Source: an optimization exercise on an open RTL-to-GDS flow (aim: small area, a short achievable clock period and few clock cycles per item). Production flows keep margins and buffers that such runs may drop.
Function was not checked in any run shown here: the RTL went through the layout flow alone.
Power and IR drop assume default switching activity.

## design/flow/design.v

```verilog
module fcn_prod #(parameter HW = 15) (
  input  logic [HW-1:0] h,
  input  logic          hs,
  input  logic [5:0]    wc,
  output logic [15:0]   pm,
  output logic          s
);
  logic          op;
  logic [HW+2:0] a, b, m;
  always_comb begin
    s  = hs ^ wc[5];
    op = wc[4];
    a  = ({(HW+3){wc[3]}} & {1'b0, h, 2'b00}) | ({(HW+3){wc[2]}} & {h, 3'b000});
    b  = ({(HW+3){wc[1]}} & {3'b000, h}) | ({(HW+3){wc[0]}} & {2'b00, h, 1'b0});
    m  = a + (b ^ {(HW+3){op}}) + (HW+3)'(op);
    pm = (m[HW+2:15] != '0) ? {s, {15{~s}}} : {1'b0, m[14:0]};
  end
endmodule
module fcn_acc (
  input  logic [15:0]        pm,
  input  logic               s,
  input  logic signed [15:0] acc_in,
  output logic signed [15:0] acc_out
);
  logic [16:0] sum;
  always_comb begin
    sum = {acc_in[15], acc_in} + ({1'b0, pm} ^ {17{s}}) + 17'(s);
    acc_out = (sum[16] != sum[15]) ? {sum[16], {15{~sum[16]}}} : sum[15:0];
  end
endmodule
module net_4_8_12_16_16_1_10 (clk, reset, input_valid, input_ready, input_data, output_valid, output_ready, output_data);
input clk, reset, input_valid, output_ready;
input signed [15:0] input_data;
output logic signed [15:0] output_data;
output output_valid, input_ready;
function automatic logic [6:0] rom_a(input logic [3:0] c, input int j);
  logic [6:0] w;
  w = 7'd0;
  case (j)
    0: case (c)
      4'd0: w = 7'b1000010;   
      4'd1: w = 7'b1000001;   
      4'd2: w = 7'b1001001;   
      4'd3: w = 7'b0100010;   
      4'd4: w = 7'b0001010;   
      4'd5: w = 7'b0000000;   
      4'd6: w = 7'b0101010;   
      4'd7: w = 7'b0011010;   
      4'd8: w = 7'b0000010;   
      4'd9: w = 7'b0001000;   
      4'd10: w = 7'b0001001;   
      4'd11: w = 7'b0101010;   
      4'd12: w = 7'b0000001;   
      4'd13: w = 7'b0000010;   
      4'd14: w = 7'b0100010;   
      4'd15: w = 7'b1000010;   
      default: w = 7'd0;
    endcase
    1: case (c)
      4'd0: w = 7'b1101010;   
      4'd1: w = 7'b1111010;   
      4'd2: w = 7'b1110110;   
      4'd3: w = 7'b1100010;   
      4'd4: w = 7'b0001010;   
      4'd5: w = 7'b0101000;   
      4'd6: w = 7'b0010110;   
      4'd7: w = 7'b0101001;   
      4'd8: w = 7'b0001010;   
      4'd9: w = 7'b0101010;   
      4'd10: w = 7'b0000001;   
      4'd11: w = 7'b0000001;   
      4'd12: w = 7'b0100010;   
      4'd13: w = 7'b0000010;   
      4'd14: w = 7'b0010110;   
      4'd15: w = 7'b0000000;   
      default: w = 7'd0;
    endcase
    2: case (c)
      4'd0: w = 7'b0000000;   
      4'd1: w = 7'b1100100;   
      4'd2: w = 7'b1010110;   
      4'd3: w = 7'b1001010;   
      4'd4: w = 7'b1010110;   
      4'd5: w = 7'b0001010;   
      4'd6: w = 7'b0100010;   
      4'd7: w = 7'b0101010;   
      4'd8: w = 7'b0101010;   
      4'd9: w = 7'b0100100;   
      4'd10: w = 7'b0000001;   
      4'd11: w = 7'b0000000;   
      4'd12: w = 7'b0101010;   
      4'd13: w = 7'b0000001;   
      4'd14: w = 7'b0000000;   
      4'd15: w = 7'b0100001;   
      default: w = 7'd0;
    endcase
    3: case (c)
      4'd0: w = 7'b0111010;   
      4'd1: w = 7'b0010110;   
      4'd2: w = 7'b1110110;   
      4'd3: w = 7'b1001000;   
      4'd4: w = 7'b1010110;   
      4'd5: w = 7'b1001010;   
      4'd6: w = 7'b0101010;   
      4'd7: w = 7'b0100001;   
      4'd8: w = 7'b0100001;   
      4'd9: w = 7'b0101010;   
      4'd10: w = 7'b0100010;   
      4'd11: w = 7'b0101010;   
      4'd12: w = 7'b0101010;   
      4'd13: w = 7'b0010110;   
      4'd14: w = 7'b0000001;   
      4'd15: w = 7'b0101000;   
      default: w = 7'd0;
    endcase
    4: case (c)
      4'd0: w = 7'b0100001;   
      4'd1: w = 7'b0011010;   
      4'd2: w = 7'b0010110;   
      4'd3: w = 7'b1001000;   
      4'd4: w = 7'b1010110;   
      4'd5: w = 7'b1100001;   
      4'd6: w = 7'b1001000;   
      4'd7: w = 7'b0101000;   
      4'd8: w = 7'b0000001;   
      4'd9: w = 7'b0100010;   
      4'd10: w = 7'b0110110;   
      4'd11: w = 7'b0100010;   
      4'd12: w = 7'b0000001;   
      4'd13: w = 7'b0001000;   
      4'd14: w = 7'b0000000;   
      4'd15: w = 7'b0001000;   
      default: w = 7'd0;
    endcase
    5: case (c)
      4'd0: w = 7'b0100010;   
      4'd1: w = 7'b0010110;   
      4'd2: w = 7'b0001010;   
      4'd3: w = 7'b0010110;   
      4'd4: w = 7'b1110110;   
      4'd5: w = 7'b1010110;   
      4'd6: w = 7'b1001000;   
      4'd7: w = 7'b1000001;   
      4'd8: w = 7'b0011010;   
      4'd9: w = 7'b0100001;   
      4'd10: w = 7'b0101001;   
      4'd11: w = 7'b0001001;   
      4'd12: w = 7'b0101000;   
      4'd13: w = 7'b0001010;   
      4'd14: w = 7'b0001000;   
      4'd15: w = 7'b0100001;   
      default: w = 7'd0;
    endcase
    6: case (c)
      4'd0: w = 7'b0100010;   
      4'd1: w = 7'b0001001;   
      4'd2: w = 7'b0100001;   
      4'd3: w = 7'b0111010;   
      4'd4: w = 7'b0101010;   
      4'd5: w = 7'b1001001;   
      4'd6: w = 7'b1011010;   
      4'd7: w = 7'b1000010;   
      4'd8: w = 7'b1101000;   
      4'd9: w = 7'b0000000;   
      4'd10: w = 7'b0101001;   
      4'd11: w = 7'b0101010;   
      4'd12: w = 7'b0101010;   
      4'd13: w = 7'b0001000;   
      4'd14: w = 7'b0100010;   
      4'd15: w = 7'b0100010;   
      default: w = 7'd0;
    endcase
    7: case (c)
      4'd0: w = 7'b0100100;   
      4'd1: w = 7'b0101010;   
      4'd2: w = 7'b0111010;   
      4'd3: w = 7'b0101001;   
      4'd4: w = 7'b0000010;   
      4'd5: w = 7'b0101001;   
      4'd6: w = 7'b1010110;   
      4'd7: w = 7'b1100100;   
      4'd8: w = 7'b1000010;   
      4'd9: w = 7'b1111010;   
      4'd10: w = 7'b0010110;   
      4'd11: w = 7'b0101000;   
      4'd12: w = 7'b0101010;   
      4'd13: w = 7'b0100010;   
      4'd14: w = 7'b0101000;   
      4'd15: w = 7'b0101001;   
      default: w = 7'd0;
    endcase
    default: w = 7'd0;
  endcase
  rom_a = w;
endfunction
function automatic logic [6:0] rom_b(input logic [3:0] c, input int j);
  logic [6:0] w;
  w = 7'd0;
  case (j)
    0: case (c)
      4'd0: w = 7'b0000000;   
      4'd1: w = 7'b0100010;   
      4'd2: w = 7'b0001001;   
      4'd3: w = 7'b0111010;   
      4'd4: w = 7'b0101010;   
      4'd5: w = 7'b0000001;   
      4'd6: w = 7'b0100100;   
      4'd7: w = 7'b0101000;   
      4'd8: w = 7'b0101000;   
      4'd9: w = 7'b0101001;   
      4'd10: w = 7'b0001001;   
      4'd11: w = 7'b0110110;   
      4'd12: w = 7'b0101001;   
      4'd13: w = 7'b0101000;   
      4'd14: w = 7'b0100100;   
      4'd15: w = 7'b0100010;   
      default: w = 7'd0;
    endcase
    1: case (c)
      4'd0: w = 7'b0000001;   
      4'd1: w = 7'b0110110;   
      4'd2: w = 7'b0101001;   
      4'd3: w = 7'b0000000;   
      4'd4: w = 7'b0101000;   
      4'd5: w = 7'b0101010;   
      4'd6: w = 7'b0000001;   
      4'd7: w = 7'b0000010;   
      4'd8: w = 7'b0001001;   
      4'd9: w = 7'b0100100;   
      4'd10: w = 7'b0001001;   
      4'd11: w = 7'b0111010;   
      4'd12: w = 7'b0000001;   
      4'd13: w = 7'b0001001;   
      4'd14: w = 7'b0100100;   
      4'd15: w = 7'b0101010;   
      default: w = 7'd0;
    endcase
    2: case (c)
      4'd0: w = 7'b0001010;   
      4'd1: w = 7'b0010110;   
      4'd2: w = 7'b0001001;   
      4'd3: w = 7'b0101000;   
      4'd4: w = 7'b0011010;   
      4'd5: w = 7'b0000001;   
      4'd6: w = 7'b0111010;   
      4'd7: w = 7'b0110110;   
      4'd8: w = 7'b0000010;   
      4'd9: w = 7'b0000001;   
      4'd10: w = 7'b0010110;   
      4'd11: w = 7'b0010110;   
      4'd12: w = 7'b0100010;   
      4'd13: w = 7'b0001010;   
      4'd14: w = 7'b0110110;   
      4'd15: w = 7'b0101010;   
      default: w = 7'd0;
    endcase
    3: case (c)
      4'd0: w = 7'b0000001;   
      4'd1: w = 7'b0100010;   
      4'd2: w = 7'b0011010;   
      4'd3: w = 7'b0110110;   
      4'd4: w = 7'b0001000;   
      4'd5: w = 7'b0111010;   
      4'd6: w = 7'b0101010;   
      4'd7: w = 7'b0010110;   
      4'd8: w = 7'b0011010;   
      4'd9: w = 7'b0000000;   
      4'd10: w = 7'b0100100;   
      4'd11: w = 7'b0000010;   
      4'd12: w = 7'b0000010;   
      4'd13: w = 7'b0110110;   
      4'd14: w = 7'b0100001;   
      4'd15: w = 7'b0001010;   
      default: w = 7'd0;
    endcase
    4: case (c)
      4'd0: w = 7'b0101010;   
      4'd1: w = 7'b0010110;   
      4'd2: w = 7'b0011010;   
      4'd3: w = 7'b0111010;   
      4'd4: w = 7'b0101000;   
      4'd5: w = 7'b0011010;   
      4'd6: w = 7'b0100001;   
      4'd7: w = 7'b0100001;   
      4'd8: w = 7'b0000001;   
      4'd9: w = 7'b0101010;   
      4'd10: w = 7'b0011010;   
      4'd11: w = 7'b0000010;   
      4'd12: w = 7'b0011010;   
      4'd13: w = 7'b0010110;   
      4'd14: w = 7'b0000010;   
      4'd15: w = 7'b0000000;   
      default: w = 7'd0;
    endcase
    5: case (c)
      4'd0: w = 7'b0100100;   
      4'd1: w = 7'b0101000;   
      4'd2: w = 7'b0000001;   
      4'd3: w = 7'b0111010;   
      4'd4: w = 7'b0100010;   
      4'd5: w = 7'b0011010;   
      4'd6: w = 7'b0110110;   
      4'd7: w = 7'b0010110;   
      4'd8: w = 7'b0111010;   
      4'd9: w = 7'b0101010;   
      4'd10: w = 7'b0100100;   
      4'd11: w = 7'b0101000;   
      4'd12: w = 7'b0000010;   
      4'd13: w = 7'b0011010;   
      4'd14: w = 7'b0001010;   
      4'd15: w = 7'b0100001;   
      default: w = 7'd0;
    endcase
    6: case (c)
      4'd0: w = 7'b0100010;   
      4'd1: w = 7'b0100001;   
      4'd2: w = 7'b0110110;   
      4'd3: w = 7'b0001010;   
      4'd4: w = 7'b0100001;   
      4'd5: w = 7'b0000001;   
      4'd6: w = 7'b0111010;   
      4'd7: w = 7'b0000000;   
      4'd8: w = 7'b0011010;   
      4'd9: w = 7'b0001010;   
      4'd10: w = 7'b0100100;   
      4'd11: w = 7'b0110110;   
      4'd12: w = 7'b0011010;   
      4'd13: w = 7'b0101001;   
      4'd14: w = 7'b0101000;   
      4'd15: w = 7'b0000001;   
      default: w = 7'd0;
    endcase
    7: case (c)
      4'd0: w = 7'b0101010;   
      4'd1: w = 7'b0001010;   
      4'd2: w = 7'b0000001;   
      4'd3: w = 7'b0110110;   
      4'd4: w = 7'b0000000;   
      4'd5: w = 7'b0000001;   
      4'd6: w = 7'b0000001;   
      4'd7: w = 7'b0101000;   
      4'd8: w = 7'b0101001;   
      4'd9: w = 7'b0001001;   
      4'd10: w = 7'b0001001;   
      4'd11: w = 7'b0000010;   
      4'd12: w = 7'b0000000;   
      4'd13: w = 7'b0010110;   
      4'd14: w = 7'b0101010;   
      4'd15: w = 7'b0011010;   
      default: w = 7'd0;
    endcase
    8: case (c)
      4'd0: w = 7'b0101000;   
      4'd1: w = 7'b0011010;   
      4'd2: w = 7'b0100001;   
      4'd3: w = 7'b0010110;   
      4'd4: w = 7'b0000010;   
      4'd5: w = 7'b0000010;   
      4'd6: w = 7'b0111010;   
      4'd7: w = 7'b0100010;   
      4'd8: w = 7'b0001001;   
      4'd9: w = 7'b0011010;   
      4'd10: w = 7'b0110110;   
      4'd11: w = 7'b0100010;   
      4'd12: w = 7'b0001000;   
      4'd13: w = 7'b0111010;   
      4'd14: w = 7'b0100010;   
      4'd15: w = 7'b0101010;   
      default: w = 7'd0;
    endcase
    9: case (c)
      4'd0: w = 7'b0101010;   
      4'd1: w = 7'b0001001;   
      4'd2: w = 7'b0111010;   
      4'd3: w = 7'b0100001;   
      4'd4: w = 7'b0111010;   
      4'd5: w = 7'b0000000;   
      4'd6: w = 7'b0101010;   
      4'd7: w = 7'b0000010;   
      4'd8: w = 7'b0001001;   
      4'd9: w = 7'b0101001;   
      4'd10: w = 7'b0100010;   
      4'd11: w = 7'b0000010;   
      4'd12: w = 7'b0101001;   
      4'd13: w = 7'b0011010;   
      4'd14: w = 7'b0011010;   
      4'd15: w = 7'b0100100;   
      default: w = 7'd0;
    endcase
    10: case (c)
      4'd0: w = 7'b0001001;   
      4'd1: w = 7'b0010110;   
      4'd2: w = 7'b0101010;   
      4'd3: w = 7'b0101010;   
      4'd4: w = 7'b0100001;   
      4'd5: w = 7'b0101010;   
      4'd6: w = 7'b0101001;   
      4'd7: w = 7'b0001010;   
      4'd8: w = 7'b0001010;   
      4'd9: w = 7'b0101000;   
      4'd10: w = 7'b0011010;   
      4'd11: w = 7'b0001001;   
      4'd12: w = 7'b0010110;   
      4'd13: w = 7'b0000001;   
      4'd14: w = 7'b0001001;   
      4'd15: w = 7'b0001000;   
      default: w = 7'd0;
    endcase
    11: case (c)
      4'd0: w = 7'b0110110;   
      4'd1: w = 7'b0111010;   
      4'd2: w = 7'b0101010;   
      4'd3: w = 7'b0101001;   
      4'd4: w = 7'b0011010;   
      4'd5: w = 7'b0110110;   
      4'd6: w = 7'b0100001;   
      4'd7: w = 7'b0100100;   
      4'd8: w = 7'b0101000;   
      4'd9: w = 7'b0110110;   
      4'd10: w = 7'b0001001;   
      4'd11: w = 7'b0101001;   
      4'd12: w = 7'b0101000;   
      4'd13: w = 7'b0001000;   
      4'd14: w = 7'b0100001;   
      4'd15: w = 7'b0000001;   
      default: w = 7'd0;
    endcase
    default: w = 7'd0;
  endcase
  rom_b = w;
endfunction
  logic [3:0] c;            
  logic       v0, v1, v2;   
  logic [2:0] wcnt;         
  logic       pvalid;       
  logic       skv;          
  logic       adv;          
  logic       empty, take, launch;
  assign pvalid = (c >= 4'd14) ? v1 : v2;
  assign adv    = ~skv;
  assign empty  = ~(v0 | v1 | v2);
  assign input_ready = ~wcnt[2] & ~(v0 & ({1'b0, c} < 5'(wcnt) + 5'd8));
  assign take   = input_valid & input_ready;
  assign launch = adv & wcnt[2] & (c == 4'd15);
  always_ff @(posedge clk) begin
    if (reset) begin
      c <= 4'd15;
      v0 <= 1'b0; v1 <= 1'b0; v2 <= 1'b0;
      wcnt <= 3'd0;
      skv <= 1'b0;
    end else begin
      if (launch)
        wcnt <= 3'd0;
      else if (take)
        wcnt <= wcnt + 3'd1;
      if (adv) begin
        c <= (empty & ~launch) ? 4'd15 : c + 4'd1;
        if (c == 4'd15) begin
          v0 <= launch; v1 <= v0; v2 <= v1;
        end
      end
      if (skv)
        skv <= ~output_ready;
      else
        skv <= pvalid & ~output_ready;
    end
  end
  logic [15:0] xm [4];
  logic        xs [4];
  always_ff @(posedge clk)
    if (take) begin
      xm[wcnt[1:0]] <= input_data[15] ? 16'(-input_data) : input_data;
      xs[wcnt[1:0]] <= input_data[15];
    end
  logic signed [15:0] aa [8];    
  logic signed [15:0] ra [7];    
  logic [14:0] h1 [8];           
  logic [6:0] a0_w; logic [15:0] a0_pm, a0_qm; logic a0_s, a0_qs;
  assign a0_w = rom_a(c, 0);
  logic [15:0] a0_h; logic a0_hs;
  assign a0_h  = a0_w[6] ? xm[0] : {1'b0, h1[0]};
  assign a0_hs = a0_w[6] & xs[0];
  fcn_prod #(16) a0_p (.h(a0_h), .hs(a0_hs), .wc(a0_w[5:0]), .pm(a0_pm), .s(a0_s));
  always_ff @(posedge clk) if (adv) begin a0_qm <= a0_pm; a0_qs <= a0_s; end
  assign aa[0] = a0_qs ? 16'(-a0_qm) : a0_qm;
  always_ff @(posedge clk) if (adv) ra[0] <= aa[0];
  logic [6:0] a1_w; logic [15:0] a1_pm, a1_qm; logic a1_s, a1_qs;
  assign a1_w = rom_a(c, 1);
  logic [15:0] a1_h; logic a1_hs;
  assign a1_h  = a1_w[6] ? xm[1] : {1'b0, h1[1]};
  assign a1_hs = a1_w[6] & xs[1];
  fcn_prod #(16) a1_p (.h(a1_h), .hs(a1_hs), .wc(a1_w[5:0]), .pm(a1_pm), .s(a1_s));
  always_ff @(posedge clk) if (adv) begin a1_qm <= a1_pm; a1_qs <= a1_s; end
  fcn_acc a1_a (.pm(a1_qm), .s(a1_qs), .acc_in(ra[0]), .acc_out(aa[1]));
  always_ff @(posedge clk) if (adv) ra[1] <= aa[1];
  logic [6:0] a2_w; logic [15:0] a2_pm, a2_qm; logic a2_s, a2_qs;
  assign a2_w = rom_a(c, 2);
  logic [15:0] a2_h; logic a2_hs;
  assign a2_h  = a2_w[6] ? xm[2] : {1'b0, h1[2]};
  assign a2_hs = a2_w[6] & xs[2];
  fcn_prod #(16) a2_p (.h(a2_h), .hs(a2_hs), .wc(a2_w[5:0]), .pm(a2_pm), .s(a2_s));
  always_ff @(posedge clk) if (adv) begin a2_qm <= a2_pm; a2_qs <= a2_s; end
  fcn_acc a2_a (.pm(a2_qm), .s(a2_qs), .acc_in(ra[1]), .acc_out(aa[2]));
  always_ff @(posedge clk) if (adv) ra[2] <= aa[2];
  logic [6:0] a3_w; logic [15:0] a3_pm, a3_qm; logic a3_s, a3_qs;
  assign a3_w = rom_a(c, 3);
  logic [15:0] a3_h; logic a3_hs;
  assign a3_h  = a3_w[6] ? xm[3] : {1'b0, h1[3]};
  assign a3_hs = a3_w[6] & xs[3];
  fcn_prod #(16) a3_p (.h(a3_h), .hs(a3_hs), .wc(a3_w[5:0]), .pm(a3_pm), .s(a3_s));
  always_ff @(posedge clk) if (adv) begin a3_qm <= a3_pm; a3_qs <= a3_s; end
  fcn_acc a3_a (.pm(a3_qm), .s(a3_qs), .acc_in(ra[2]), .acc_out(aa[3]));
  always_ff @(posedge clk) if (adv) ra[3] <= aa[3];
  logic [6:0] a4_w; logic [15:0] a4_pm, a4_qm; logic a4_s, a4_qs;
  assign a4_w = rom_a(c, 4);
  logic [15:0] a4_h; logic a4_hs;
  assign a4_h  = a4_w[6] ? xm[0] : {1'b0, h1[4]};
  assign a4_hs = a4_w[6] & xs[0];
  logic a4_z;
  always_ff @(posedge clk) if (adv) a4_z <= a4_w[6];
  fcn_prod #(16) a4_p (.h(a4_h), .hs(a4_hs), .wc(a4_w[5:0]), .pm(a4_pm), .s(a4_s));
  always_ff @(posedge clk) if (adv) begin a4_qm <= a4_pm; a4_qs <= a4_s; end
  fcn_acc a4_a (.pm(a4_qm), .s(a4_qs), .acc_in((a4_z ? 16'sd0 : ra[3])), .acc_out(aa[4]));
  always_ff @(posedge clk) if (adv) ra[4] <= aa[4];
  logic [6:0] a5_w; logic [15:0] a5_pm, a5_qm; logic a5_s, a5_qs;
  assign a5_w = rom_a(c, 5);
  logic [15:0] a5_h; logic a5_hs;
  assign a5_h  = a5_w[6] ? xm[1] : {1'b0, h1[5]};
  assign a5_hs = a5_w[6] & xs[1];
  fcn_prod #(16) a5_p (.h(a5_h), .hs(a5_hs), .wc(a5_w[5:0]), .pm(a5_pm), .s(a5_s));
  always_ff @(posedge clk) if (adv) begin a5_qm <= a5_pm; a5_qs <= a5_s; end
  fcn_acc a5_a (.pm(a5_qm), .s(a5_qs), .acc_in(ra[4]), .acc_out(aa[5]));
  always_ff @(posedge clk) if (adv) ra[5] <= aa[5];
  logic [6:0] a6_w; logic [15:0] a6_pm, a6_qm; logic a6_s, a6_qs;
  assign a6_w = rom_a(c, 6);
  logic [15:0] a6_h; logic a6_hs;
  assign a6_h  = a6_w[6] ? xm[2] : {1'b0, h1[6]};
  assign a6_hs = a6_w[6] & xs[2];
  fcn_prod #(16) a6_p (.h(a6_h), .hs(a6_hs), .wc(a6_w[5:0]), .pm(a6_pm), .s(a6_s));
  always_ff @(posedge clk) if (adv) begin a6_qm <= a6_pm; a6_qs <= a6_s; end
  fcn_acc a6_a (.pm(a6_qm), .s(a6_qs), .acc_in(ra[5]), .acc_out(aa[6]));
  always_ff @(posedge clk) if (adv) ra[6] <= aa[6];
  logic [6:0] a7_w; logic [15:0] a7_pm, a7_qm; logic a7_s, a7_qs;
  assign a7_w = rom_a(c, 7);
  logic [15:0] a7_h; logic a7_hs;
  assign a7_h  = a7_w[6] ? xm[3] : {1'b0, h1[7]};
  assign a7_hs = a7_w[6] & xs[3];
  fcn_prod #(16) a7_p (.h(a7_h), .hs(a7_hs), .wc(a7_w[5:0]), .pm(a7_pm), .s(a7_s));
  always_ff @(posedge clk) if (adv) begin a7_qm <= a7_pm; a7_qs <= a7_s; end
  fcn_acc a7_a (.pm(a7_qm), .s(a7_qs), .acc_in(ra[6]), .acc_out(aa[7]));
  logic [14:0] rl3, rl7;    
  assign rl3 = aa[3][15] ? 15'd0 : aa[3][14:0];
  assign rl7 = aa[7][15] ? 15'd0 : aa[7][14:0];
  always_ff @(posedge clk) if (adv && c == 4'd3) h1[0] <= rl3;
  always_ff @(posedge clk) if (adv && c == 4'd4) h1[1] <= rl3;
  always_ff @(posedge clk) if (adv && c == 4'd5) h1[2] <= rl3;
  always_ff @(posedge clk) if (adv && c == 4'd6) h1[3] <= rl3;
  always_ff @(posedge clk) if (adv && c == 4'd7) h1[4] <= rl7;
  always_ff @(posedge clk) if (adv && c == 4'd8) h1[5] <= rl7;
  always_ff @(posedge clk) if (adv && c == 4'd9) h1[6] <= rl7;
  always_ff @(posedge clk) if (adv && c == 4'd10) h1[7] <= rl7;
  logic signed [15:0] ab [12];   
  logic signed [15:0] rb [11];   
  logic signed [15:0] dl [4];    
  logic [14:0] h2 [12];          
  always_ff @(posedge clk) if (adv && c == 4'd12) h2[0] <= rl7;
  always_ff @(posedge clk) if (adv && c == 4'd13) h2[1] <= rl7;
  always_ff @(posedge clk) if (adv && c == 4'd14) h2[2] <= rl7;
  always_ff @(posedge clk) if (adv && c == 4'd15) h2[3] <= rl7;
  always_ff @(posedge clk) if (adv && c == 4'd0) h2[4] <= rl7;
  always_ff @(posedge clk) if (adv && c == 4'd1) h2[5] <= rl7;
  always_ff @(posedge clk) if (adv && c == 4'd2) h2[6] <= rl7;
  always_ff @(posedge clk) if (adv && c == 4'd3) h2[7] <= rl7;
  always_ff @(posedge clk) if (adv && c == 4'd4) h2[8] <= rl7;
  always_ff @(posedge clk) if (adv && c == 4'd5) h2[9] <= rl7;
  always_ff @(posedge clk) if (adv && c == 4'd6) h2[10] <= rl7;
  always_ff @(posedge clk) if (adv && c == 4'd11) h2[11] <= rl7;
  logic [6:0] b0_w; logic [15:0] b0_pm, b0_qm; logic b0_s, b0_qs;
  assign b0_w = rom_b(c, 0);
  fcn_prod #(15) b0_p (.h(h2[0]), .hs(1'b0), .wc(b0_w[5:0]), .pm(b0_pm), .s(b0_s));
  always_ff @(posedge clk) if (adv) begin b0_qm <= b0_pm; b0_qs <= b0_s; end
  assign ab[0] = b0_qs ? 16'(-b0_qm) : b0_qm;
  always_ff @(posedge clk) if (adv) rb[0] <= ab[0];
  logic [6:0] b1_w; logic [15:0] b1_pm, b1_qm; logic b1_s, b1_qs;
  assign b1_w = rom_b(c, 1);
  fcn_prod #(15) b1_p (.h(h2[1]), .hs(1'b0), .wc(b1_w[5:0]), .pm(b1_pm), .s(b1_s));
  always_ff @(posedge clk) if (adv) begin b1_qm <= b1_pm; b1_qs <= b1_s; end
  fcn_acc b1_a (.pm(b1_qm), .s(b1_qs), .acc_in(rb[0]), .acc_out(ab[1]));
  always_ff @(posedge clk) if (adv) rb[1] <= ab[1];
  logic [6:0] b2_w; logic [15:0] b2_pm, b2_qm; logic b2_s, b2_qs;
  assign b2_w = rom_b(c, 2);
  fcn_prod #(15) b2_p (.h(h2[2]), .hs(1'b0), .wc(b2_w[5:0]), .pm(b2_pm), .s(b2_s));
  always_ff @(posedge clk) if (adv) begin b2_qm <= b2_pm; b2_qs <= b2_s; end
  fcn_acc b2_a (.pm(b2_qm), .s(b2_qs), .acc_in(rb[1]), .acc_out(ab[2]));
  always_ff @(posedge clk) if (adv) rb[2] <= ab[2];
  logic [6:0] b3_w; logic [15:0] b3_pm, b3_qm; logic b3_s, b3_qs;
  assign b3_w = rom_b(c, 3);
  fcn_prod #(15) b3_p (.h(h2[3]), .hs(1'b0), .wc(b3_w[5:0]), .pm(b3_pm), .s(b3_s));
  always_ff @(posedge clk) if (adv) begin b3_qm <= b3_pm; b3_qs <= b3_s; end
  fcn_acc b3_a (.pm(b3_qm), .s(b3_qs), .acc_in(rb[2]), .acc_out(ab[3]));
  always_ff @(posedge clk) if (adv) rb[3] <= ab[3];
  logic [6:0] b4_w; logic [15:0] b4_pm, b4_qm; logic b4_s, b4_qs;
  assign b4_w = rom_b(c, 4);
  fcn_prod #(15) b4_p (.h(h2[4]), .hs(1'b0), .wc(b4_w[5:0]), .pm(b4_pm), .s(b4_s));
  always_ff @(posedge clk) if (adv) begin b4_qm <= b4_pm; b4_qs <= b4_s; end
  fcn_acc b4_a (.pm(b4_qm), .s(b4_qs), .acc_in(rb[3]), .acc_out(ab[4]));
  always_ff @(posedge clk) if (adv) rb[4] <= ab[4];
  logic [6:0] b5_w; logic [15:0] b5_pm, b5_qm; logic b5_s, b5_qs;
  assign b5_w = rom_b(c, 5);
  fcn_prod #(15) b5_p (.h(h2[5]), .hs(1'b0), .wc(b5_w[5:0]), .pm(b5_pm), .s(b5_s));
  always_ff @(posedge clk) if (adv) begin b5_qm <= b5_pm; b5_qs <= b5_s; end
  fcn_acc b5_a (.pm(b5_qm), .s(b5_qs), .acc_in(rb[4]), .acc_out(ab[5]));
  always_ff @(posedge clk) if (adv) rb[5] <= ab[5];
  logic [6:0] b6_w; logic [15:0] b6_pm, b6_qm; logic b6_s, b6_qs;
  assign b6_w = rom_b(c, 6);
  fcn_prod #(15) b6_p (.h(h2[6]), .hs(1'b0), .wc(b6_w[5:0]), .pm(b6_pm), .s(b6_s));
  always_ff @(posedge clk) if (adv) begin b6_qm <= b6_pm; b6_qs <= b6_s; end
  fcn_acc b6_a (.pm(b6_qm), .s(b6_qs), .acc_in(rb[5]), .acc_out(ab[6]));
  always_ff @(posedge clk) if (adv) rb[6] <= ab[6];
  logic [6:0] b7_w; logic [15:0] b7_pm, b7_qm; logic b7_s, b7_qs;
  assign b7_w = rom_b(c, 7);
  fcn_prod #(15) b7_p (.h(h2[7]), .hs(1'b0), .wc(b7_w[5:0]), .pm(b7_pm), .s(b7_s));
  always_ff @(posedge clk) if (adv) begin b7_qm <= b7_pm; b7_qs <= b7_s; end
  fcn_acc b7_a (.pm(b7_qm), .s(b7_qs), .acc_in(rb[6]), .acc_out(ab[7]));
  always_ff @(posedge clk) if (adv) rb[7] <= ab[7];
  logic [6:0] b8_w; logic [15:0] b8_pm, b8_qm; logic b8_s, b8_qs;
  assign b8_w = rom_b(c, 8);
  fcn_prod #(15) b8_p (.h(h2[8]), .hs(1'b0), .wc(b8_w[5:0]), .pm(b8_pm), .s(b8_s));
  always_ff @(posedge clk) if (adv) begin b8_qm <= b8_pm; b8_qs <= b8_s; end
  fcn_acc b8_a (.pm(b8_qm), .s(b8_qs), .acc_in(rb[7]), .acc_out(ab[8]));
  always_ff @(posedge clk) if (adv) rb[8] <= ab[8];
  logic [6:0] b9_w; logic [15:0] b9_pm, b9_qm; logic b9_s, b9_qs;
  assign b9_w = rom_b(c, 9);
  fcn_prod #(15) b9_p (.h(h2[9]), .hs(1'b0), .wc(b9_w[5:0]), .pm(b9_pm), .s(b9_s));
  always_ff @(posedge clk) if (adv) begin b9_qm <= b9_pm; b9_qs <= b9_s; end
  fcn_acc b9_a (.pm(b9_qm), .s(b9_qs), .acc_in(rb[8]), .acc_out(ab[9]));
  always_ff @(posedge clk) if (adv) rb[9] <= ab[9];
  logic [6:0] b10_w; logic [15:0] b10_pm, b10_qm; logic b10_s, b10_qs;
  assign b10_w = rom_b(c, 10);
  fcn_prod #(15) b10_p (.h(h2[10]), .hs(1'b0), .wc(b10_w[5:0]), .pm(b10_pm), .s(b10_s));
  always_ff @(posedge clk) if (adv) begin b10_qm <= b10_pm; b10_qs <= b10_s; end
  fcn_acc b10_a (.pm(b10_qm), .s(b10_qs), .acc_in(rb[9]), .acc_out(ab[10]));
  always_ff @(posedge clk) if (adv) rb[10] <= ab[10];
  logic [6:0] b11_w; logic [15:0] b11_pm, b11_qm; logic b11_s, b11_qs;
  assign b11_w = rom_b(c, 11);
  fcn_prod #(15) b11_p (.h(h2[11]), .hs(1'b0), .wc(b11_w[5:0]), .pm(b11_pm), .s(b11_s));
  always_ff @(posedge clk) if (adv) begin b11_qm <= b11_pm; b11_qs <= b11_s; end
  fcn_acc b11_a (.pm(b11_qm), .s(b11_qs), .acc_in(dl[3]), .acc_out(ab[11]));
  always_ff @(posedge clk) if (adv) begin dl[0] <= rb[10]; dl[1] <= dl[0]; dl[2] <= dl[1]; dl[3] <= dl[2]; end
  logic [14:0] yreg, skd;
  always_ff @(posedge clk) if (adv) yreg <= ab[11][15] ? 15'd0 : ab[11][14:0];
  always_ff @(posedge clk) if (~skv) skd <= yreg;
  assign output_valid = skv | pvalid;
  assign output_data  = {1'b0, skv ? skd : yreg};
endmodule
```

## design/flow/run.sh

```bash
#!/bin/bash
# synth_recipe.tcl (not shown) runs the flow's synth.tcl, then flattens the netlist and writes it again
# the make line also repeats each setting of config.mk as NAME=value (left out here)
make -C /OpenROAD-flow-scripts/flow DESIGN_CONFIG=/design/flow/config.mk WORK_HOME=/design/flow/orfs CLKGATE_MAP_FILE= SYNTH_SCRIPT=/design/flow/synth_recipe.tcl finish
```

## design/flow/config.mk

```make
export PLATFORM = sky130hd
export DESIGN_NAME = net_4_8_12_16_16_1_10
export DESIGN_NICKNAME = net_4_8_12_16_16_1_10
export VERILOG_FILES = /design/flow/design.v
export SDC_FILE = /design/flow/constraint.sdc
export NUM_CORES = 4
export LEC_CHECK = 0
export ABC_CLOCK_PERIOD_IN_PS = 4000
export CAP_MARGIN = 20
export CORE_MARGIN = 2
export CORE_UTILIZATION = 40
export SETUP_SLACK_MARGIN = 5
export SLEW_MARGIN = 20
```

## design/flow/constraint.sdc

```tcl
create_clock -name core_clock -period 10.0 [get_ports {clk}]
set_input_delay 2.0000 -clock core_clock [delete_from_list [all_inputs] [get_ports {clk}]]
set_output_delay 2.0000 -clock core_clock [all_outputs]
set_load 0.01 [all_outputs]
```

==> summary.txt, run 1 <==
- HPWL Detailed: 164,000 um
- First-pass iteration count of the detailed router: 6
- Primary FF master, synth: edfxtp_1
- Clock power share: 21.5%
- Switch share: 39.6%
- Worst-path cell chain: inv_1 -> ha_2 -> o211ai_1 -> mux2i_2 -> buf_4 -> nand2_1 -> clkdlybuf4s50_1
- CTS Buf Count: 143
- CTS max path bufs: 3
- CP endpoint: output_valid
- Gp weighted congestion: 0.961
- Max-Cap Viols: 0
- Critical path arrival: 2870 ps
- DRC violation count after routing: 0
- Placeable Area: 210,000 sq um
- Via count: 61,057
- Initial Util: 40.3%
- Critical Path Source: c[0]$_SDFFE_PP1N_
- Mean post-synth cell area: 10.6 sq um
- Die Area: 215,000 sq um
- Post-synth EDFFs: 1,076
- Rel. slew slack: 21.5%
- Syn Inst Count: 7,936
- Commonest non-fill, non-tap cell in the layout: edfxtp_1
- Flop2flop setup slack: 5240 ps
- RSZ-0062 raised after global routing: false
- Clk latency of the worst-skew pair: 800 ps
- Worst R2R Start: a7_w[6]$_DFF_P_
- Outcome: finished clean
- # H-tree levels: 4
- Async set or reset register ratio after synthesis: 0%
- Worst slew pin tran: 1180 ps
- Post-DRT Antenna Nets: 0
- Num ports: 38
- Nets: 8,576
- Pwr Density: 269 nW/um^2
- Reg2reg end: a7_qm[1]$_DFFE_PN_
- GRT Residual Overflow: 0
- Largest stage delay, worst path: 520 ps
- Reg power frac: 34.5%
- Final Cycle Share: 48.7%
- Dpl cell area: 87,600 sq um
- CTS root buf: clkbuf_16
- Leakage power: 36.7 nW
- Post-CTS Hold Buffers: 0
- Post-synthesis cell area: 84,500 sq um
- Finished Layout Cells: 10,816
- WL final: 223,000 um
- Largest net degree at the start of global routing: 173
- Final Cell Area: 93,000 sq um
- Fillcell total: 19,792
- Crit path capture type: output port
- Most frequent cells in the layout: edfxtp_1, xnor2_1, ha_1, a21oi_1, xor2_1
- Hold Slack: 415 ps
- Worst-path clk slew: 60 ps
- Finish-stage setup viols: 0
- R2R depth: 14
- CP Data Required Time: 8000 ps
- WP buf/inv: 3
- P_sw: 0.00989 W
- Ratio of cells with drive above 1 in the final layout: 7.74%
- Placed instance count: 10,502
- WL/cell: 20.6 um
- Port bufs: 36
- Final Hold Violating Endpoints: 0
- CTS tree: yes
- F_max: 205 MHz
- Distinct cells, synth: 94
- Startpoint Class: flop
- Largest delay share family, worst path: buffers and inverters
- Final Critical Period: 4870 ps
- Initial detailed-routing violation count: 4,681
- Setup CP Type: flop to output port
- Sequential element share of the synthesized area: 41.8%
- P_int: 0.0151 W
- Clock skew: 31.0 ps
- Worst path depth: 7
- Average via count per standard cell: 5.65
- Syn. warnings: 18
- Initial antenna violation count: 7
- Vias in the first global route: 58,985
- Peak supply drop: 415 uV
- Die height: 464 um
- FF+latch count, synth: 1,227
- Syn_nets: 8,620
- Area delta synth->final: 10.1%
- # clock sinks: 1,227
- GRT Util Overall: 20.1%
- Die Span X: 464 um
- CP Max Fanout: 5
- First-pass GRT wire length: 343,000 um
- Critical path's slowest cell: clkdlybuf4s50_1
- Min-Delay Path Class: flop to flop
- Cell row count: 168
- Logic pwr share: 44.0%
- Slew Viols, Final: 0
[cells by family after synthesis]
| logic type | Yosys count | share of synthesized area, % |
|---|---|---|
| AO/OA/AOI/OAI | 2358 | 18.9 |
| flip-flops | 1227 | 41.8 |
| AND/OR/NAND/NOR | 1492 | 8.58 |
| XOR/XNOR | 1203 | 12.5 |
| other | 1 | 0.00444 |
| adder cells (fa/ha/maj) | 702 | 10.4 |
| buffers and inverters | 515 | 2.39 |
| multiplexers | 438 | 5.43 |
[worst min path at each step]
stage                        startpoint                   to  slack, ps  cells after the start
floorplan           rb[10][0]$_DFFE_PN_   dl[0][0]$_DFFE_PN_        400                      0
global placement    rb[10][8]$_DFFE_PN_   dl[0][8]$_DFFE_PN_        400                      0
detailed placement   dl[0][4]$_DFFE_PN_   dl[1][4]$_DFFE_PN_        400                      0
CTS                  dl[0][4]$_DFFE_PN_   dl[1][4]$_DFFE_PN_        410                      0
global route        dl[1][15]$_DFFE_PN_  dl[2][15]$_DFFE_PN_        420                      0
finish               dl[0][4]$_DFFE_PN_   dl[1][4]$_DFFE_PN_        420                      0
[area by class of cell]
type / count / area, sq um / share of cell area [%]
multi-input cells: 6194 / 47400 / 51.0
flip-flops and latches: 1227 / 35400 / 38.0
clock buffers: 165 / 3710 / 3.99
well taps: 2805 / 3510 / 3.77
repair buffers: 138 / 1170 / 1.26
clock inverters: 96 / 1080 / 1.17
inverters: 187 / 706 / 0.759
diodes: 3 / 7.51 / 0.00807
repair inverters: 1 / 5.00 / 0.00538
[through the flow]
step                      setup WS, ps  TNS [ps]  utilization, %  total power (W)
final                             5130         0            44.3           0.0250
after global routing              4980         0            44.3           0.0265
after CTS                         4740         0            44.1           0.0251
after detailed placement          3530         0            41.8           0.0196
after global placement            3590         0            41.8           0.0194
after floorplan                  -3510  -1437910               -           0.0159
[registers in the layout, summed over array words and instances (netlist names), 64 cells and up]
register / cells
xm: 64
h1: 120
ra: 112
dl: 64
rb: 176
h2: 180
[power groups by stage]
stage	sequential, W	clock, W	combinational [W]
floorplan	0.00833	0	0.00752
global placement	0.00875	0	0.0107
detailed placement	0.00875	0	0.0109
CTS	0.00867	0.00546	0.0110
global route	0.00874	0.00566	0.0122
finish	0.00863	0.00536	0.0110
[cells in the mapped netlist, types with 185 or more instances]
cell | instances | area [sq um]
edfxtp_1 | 1076 | 32300
ha_1 | 646 | 8080
a21oi_1 | 564 | 2820
xor2_1 | 524 | 4590
xnor2_1 | 679 | 5950
inv_1 | 185 | 694
mux2i_1 | 278 | 2780
a22oi_1 | 285 | 2140
a22o_1 | 254 | 2220
nor2_1 | 346 | 1300
o21ai_0 | 405 | 2030
nand2_1 | 430 | 1610
clkbuf_1 | 253 | 950
a21o_1 | 257 | 1930
[worst reg2reg max path, delay by kind of cell (launching register included)]
kind | cells | cell delay [ps]
AOI/OAI and AO/OA | 8 | 2410
xor gates and xnor gates | 2 | 190
adders and majority gates | 1 | 410
DFF | 1 | 500
muxes | 2 | 780
and+or+nand+nor | 1 | 210
[per-layer routing]
layer	GRT usage, %	wire (um)
met1	27.1	101000
met4	6.14	6600
met2	33.8	106000
met5	0	0
met3	2.24	10200
[repair_timing]
action	CTS	global route
hold endpoints to repair	0	0
setup endpoints to repair	211	356
cloned	1	0
gates resized for setup	18	30
pin swaps	3	1
setup buffers	8	39
==> run 2, diff against run 1 <==
--- a/design/flow/config.mk
+++ b/design/flow/config.mk
@@ -5,9 +5,9 @@
 export SDC_FILE = /design/flow/constraint.sdc
 export NUM_CORES = 4
 export LEC_CHECK = 0
-export ABC_CLOCK_PERIOD_IN_PS = 4000
+export ABC_CLOCK_PERIOD_IN_PS = 5000
 export CAP_MARGIN = 20
 export CORE_MARGIN = 2
 export CORE_UTILIZATION = 40
-export SETUP_SLACK_MARGIN = 5
+export SETUP_SLACK_MARGIN = 4
 export SLEW_MARGIN = 20
==> summary.txt, run 2 <==
- Outcome: finished clean
- Mean post-synth cell area: 10.6 sq um
- GRT Residual Overflow: 0
- Min-Delay Path Class: flop to flop
- Adder-Cell Fraction of Synth Area: 10.4%
- R2R depth: 14
- Final Critical Period: 5720 ps
- Die Span X: 464 um
- Sequential element share of the synthesized area: 41.8%
- Primary FF master, synth: edfxtp_1
- F_max: 175 MHz
- HPWL Detailed: 164,000 um
- Clk latency of the worst-skew pair: 800 ps
- Die height: 464 um
- Post-synth EDFFs: 1,076
- Worst-path cell chain: mux2_2 -> a22oi_1 -> xnor2_1 -> ha_1 -> a2111oi_0 -> o21ai_0 -> a41oi_1 -> o21ai_0 -> o41a_1 -> o21ai_0 -> xnor2_1 -> and3_1 -> o21ai_2 -> mux2_2
- Top Registers: h2 (180), rb (176), h1 (120)
- Dpl ws: 3530 ps
- Nets: 8,528
- Critical path's slowest cell: dfxtp_1
- # H-tree levels: 4
- Average via count per standard cell: 5.64
- Gp weighted congestion: 0.961
- Critical path arrival: 6260 ps
- Via count: 60,784
- Finished Layout Cells: 10,768
- Met3 Track Usage GR: 2.24%
- Top-count cell post-synth: edfxtp_1
- Worst path depth: 14
- CP Data Required Time: 10,540 ps
- Leakage power: 36.5 nW
- Storage cell area: 35,300 sq um
- Finish-stage setup viols: 0
- CTS Buf Count: 143
- Post-synthesis compound-gate area fraction: 18.9%
- Setup CP Type: flop to flop
- Mux contribution to synthesized area: 5.43%
- Most frequent cells in the layout: edfxtp_1, xnor2_1, ha_1, a21oi_1, xor2_1
- CTS max path bufs: 3
- Slew Viols, Final: 0
- Total power draw: 0.0249 W
- Vias in the first global route: 58,903
- Largest family of logic cells by synthesized area: compound AO/OA/AOI/OAI gates
- FF+latch count, synth: 1,227
- Final worst setup slack: 4280 ps
- Commonest non-fill, non-tap cell in the layout: edfxtp_1
- Port bufs: 36
- WL final: 222,000 um
- First-pass GRT wire length: 342,000 um
- Worst-path clk slew: 60 ps
- Post-DRT Antenna Nets: 0
- Top reg by flops: h2
- RSZ-0062 raised after global routing: false
- Worst R2R Start: a7_w[6]$_DFF_P_
- Final Hold Violating Endpoints: 0
- CTS root buf: clkbuf_16
- GRT Util Overall: 20.1%
- Critical Path Source: a7_w[6]$_DFF_P_
- Largest delay share family, worst path: compound AO/OA/AOI/OAI gates
- Peak supply drop: 403 uV
- Syn_nets: 8,620
- Largest register FFs: 180
- Post-synthesis simple-gate area fraction: 8.58%
- Crit path capture type: flop
- Clock skew: 29.1 ps
- Initial Util: 40.3%
- Distinct cells, synth: 94
- Placeable Area: 210,000 sq um
- Async set or reset register ratio after synthesis: 0%
- DRC violation count after routing: 0
- Max-Cap Viols: 0
- Met2 usage: 33.7%
- Post-CTS Hold Buffers: 0
- Top post-synthesis cells by area: edfxtp_1, ha_1, xnor2_1, xor2_1, dfxtp_1
- Startpoint Class: flop
- First-pass iteration count of the detailed router: 6
- Post-synthesis cell area: 84,500 sq um
- Largest stage delay, worst path: 850 ps
- Hold path cells: 0
- Commonest cells in the netlist: edfxtp_1, xnor2_1, ha_1, a21oi_1, xor2_1
- CP Max Fanout: 20
- Worst slew pin tran: 1150 ps
- Syn. warnings: 18
- Hold Slack: 415 ps
- Rel. slew slack: 23.1%
- Setup TNS: 0 ps
- Final Cycle Share: 57.2%
- HP Start: dl[0][4]$_DFFE_PN_
- Ratio of cells with drive above 1 in the final layout: 6.81%
- Num ports: 38
- Post-cts resize count: 0
- Syn Inst Count: 7,936
- CTS tree: yes
- Met1 Usage GRT: 27.1%
- Crit path top cell by count: o21ai_0
- Initial detailed-routing violation count: 4,768
- Post-synth top area cell: edfxtp_1
- Post-CTS Setup Repair Bufs: 0
- Initial antenna violation count: 7
- Gr busiest metal: met2
- Placed instance count: 10,502
- Die Area: 215,000 sq um
- Top cell type's share of synthesized area: 38.2%
- Synth Area in XOR/XNOR: 12.5%
- WL/cell: 20.6 um
- WP buf/inv: 0
- Largest net degree at the start of global routing: 173
- Pwr Density: 270 nW/um^2
- Multi-input gate area: 47,300 sq um
- Fillcell total: 19,804
- Cell row count: 168
- Area delta synth->final: 9.46%
- # clock sinks: 1,227
-- run 2: per-stage QoR --
step	utilization (%)	instance area, sq um
floorplan	-	84700
global placement	41.8	87600
detailed placement	41.8	87600
CTS	44.1	92400
global route	44.1	92500
finish	44.1	92500
-- run 2: power by group --
group	internal [W]	switching [W]
Combinational	0.00399	0.00695
Sequential	0.00798	0.000648
Clock	0.00310	0.00226
Total	0.0151	0.00986
-- run 2: cells by family after synthesis --
logic type	count (synthesis)
DFF	1227
and+or+nand+nor	1492
AOI/OAI and AO/OA	2358
adders and majority gates	702
other	1
buffers and inverters	515
muxes	438
xor gates and xnor gates	1203
-- run 2: worst paths after layout --
check                                          end  slack [ps]
worst max-delay path            a7_qm[1]$_DFFE_PN_        4280
worst max register to register  a7_qm[1]$_DFFE_PN_        4280
worst min register to register  dl[1][4]$_DFFE_PN_         420
worst min-delay path            dl[1][4]$_DFFE_PN_         420
-- run 2: cell type report --
type / count / area share (%)
antenna: 3 / 0.00812
clock buffer: 165 / 4.02
clock inverter: 96 / 1.17
inverter: 187 / 0.763
multi-input combinational: 6194 / 51.2
sequential: 1227 / 38.2
tap: 2805 / 3.80
timing repair buffer: 91 / 0.854
-- run 2: layer usage --
metal	vias to the layer above	wire, um
met5	-	0
met4	0	6340
met3	318	9950
met2	1447	105000
met1	29361	100000
li1	29658	-
-- run 2: worst register-to-register path, cell delays in order (launching register included) --
cell       delay [ps]
dfxtp_1           850
mux2_2            460
a22oi_1           250
xnor2_1           100
ha_1              410
a2111oi_0         410
o21ai_0           230
a41oi_1           420
o21ai_0           230
o41a_1            390
o21ai_0           230
xnor2_1            90
and3_1            190
o21ai_2           790
mux2_2            430

what the ideal ports hide:
How much do the figures lean on ideal ports? The routed layouts below were timed once more, with nothing changed but the port constraints. Step 1 (the two cells are an assumption about what drives the block):
set clk [get_ports {clk}]
set_driving_cell -lib_cell sky130_fd_sc_hd__clkbuf_16 $clk
set_driving_cell -lib_cell sky130_fd_sc_hd__buf_2 [delete_from_list [all_inputs] $clk]
Step 2 times the ports against the registers' clock, not the clock port: input delays grow and output delays shrink by t, the midpoint of the rising clock arrivals with the driver on. Slacks: no drivers / after step 1 / after step 2; pairs: no drivers / after step 1.
run | t (ns) | slack for setup (ns) | hold slack, ns | worst setup path after step 2 | worst slew at a driven data input, ns
run 1 | 0.875 | 5.132 / 5.040 / 4.690 | 0.415 / 0.415 / 0.415 | input to register | 0.14
run 2 | 0.872 | 4.277 / 4.246 / 3.920 | 0.415 / 0.415 / 0.415 | input to register | 0.14
After both steps setup and hold are still met in every run listed. For run 1, which loses most, drivers alone change the setup slack by -0.092 ns; drivers and shift together by -0.442 ns.
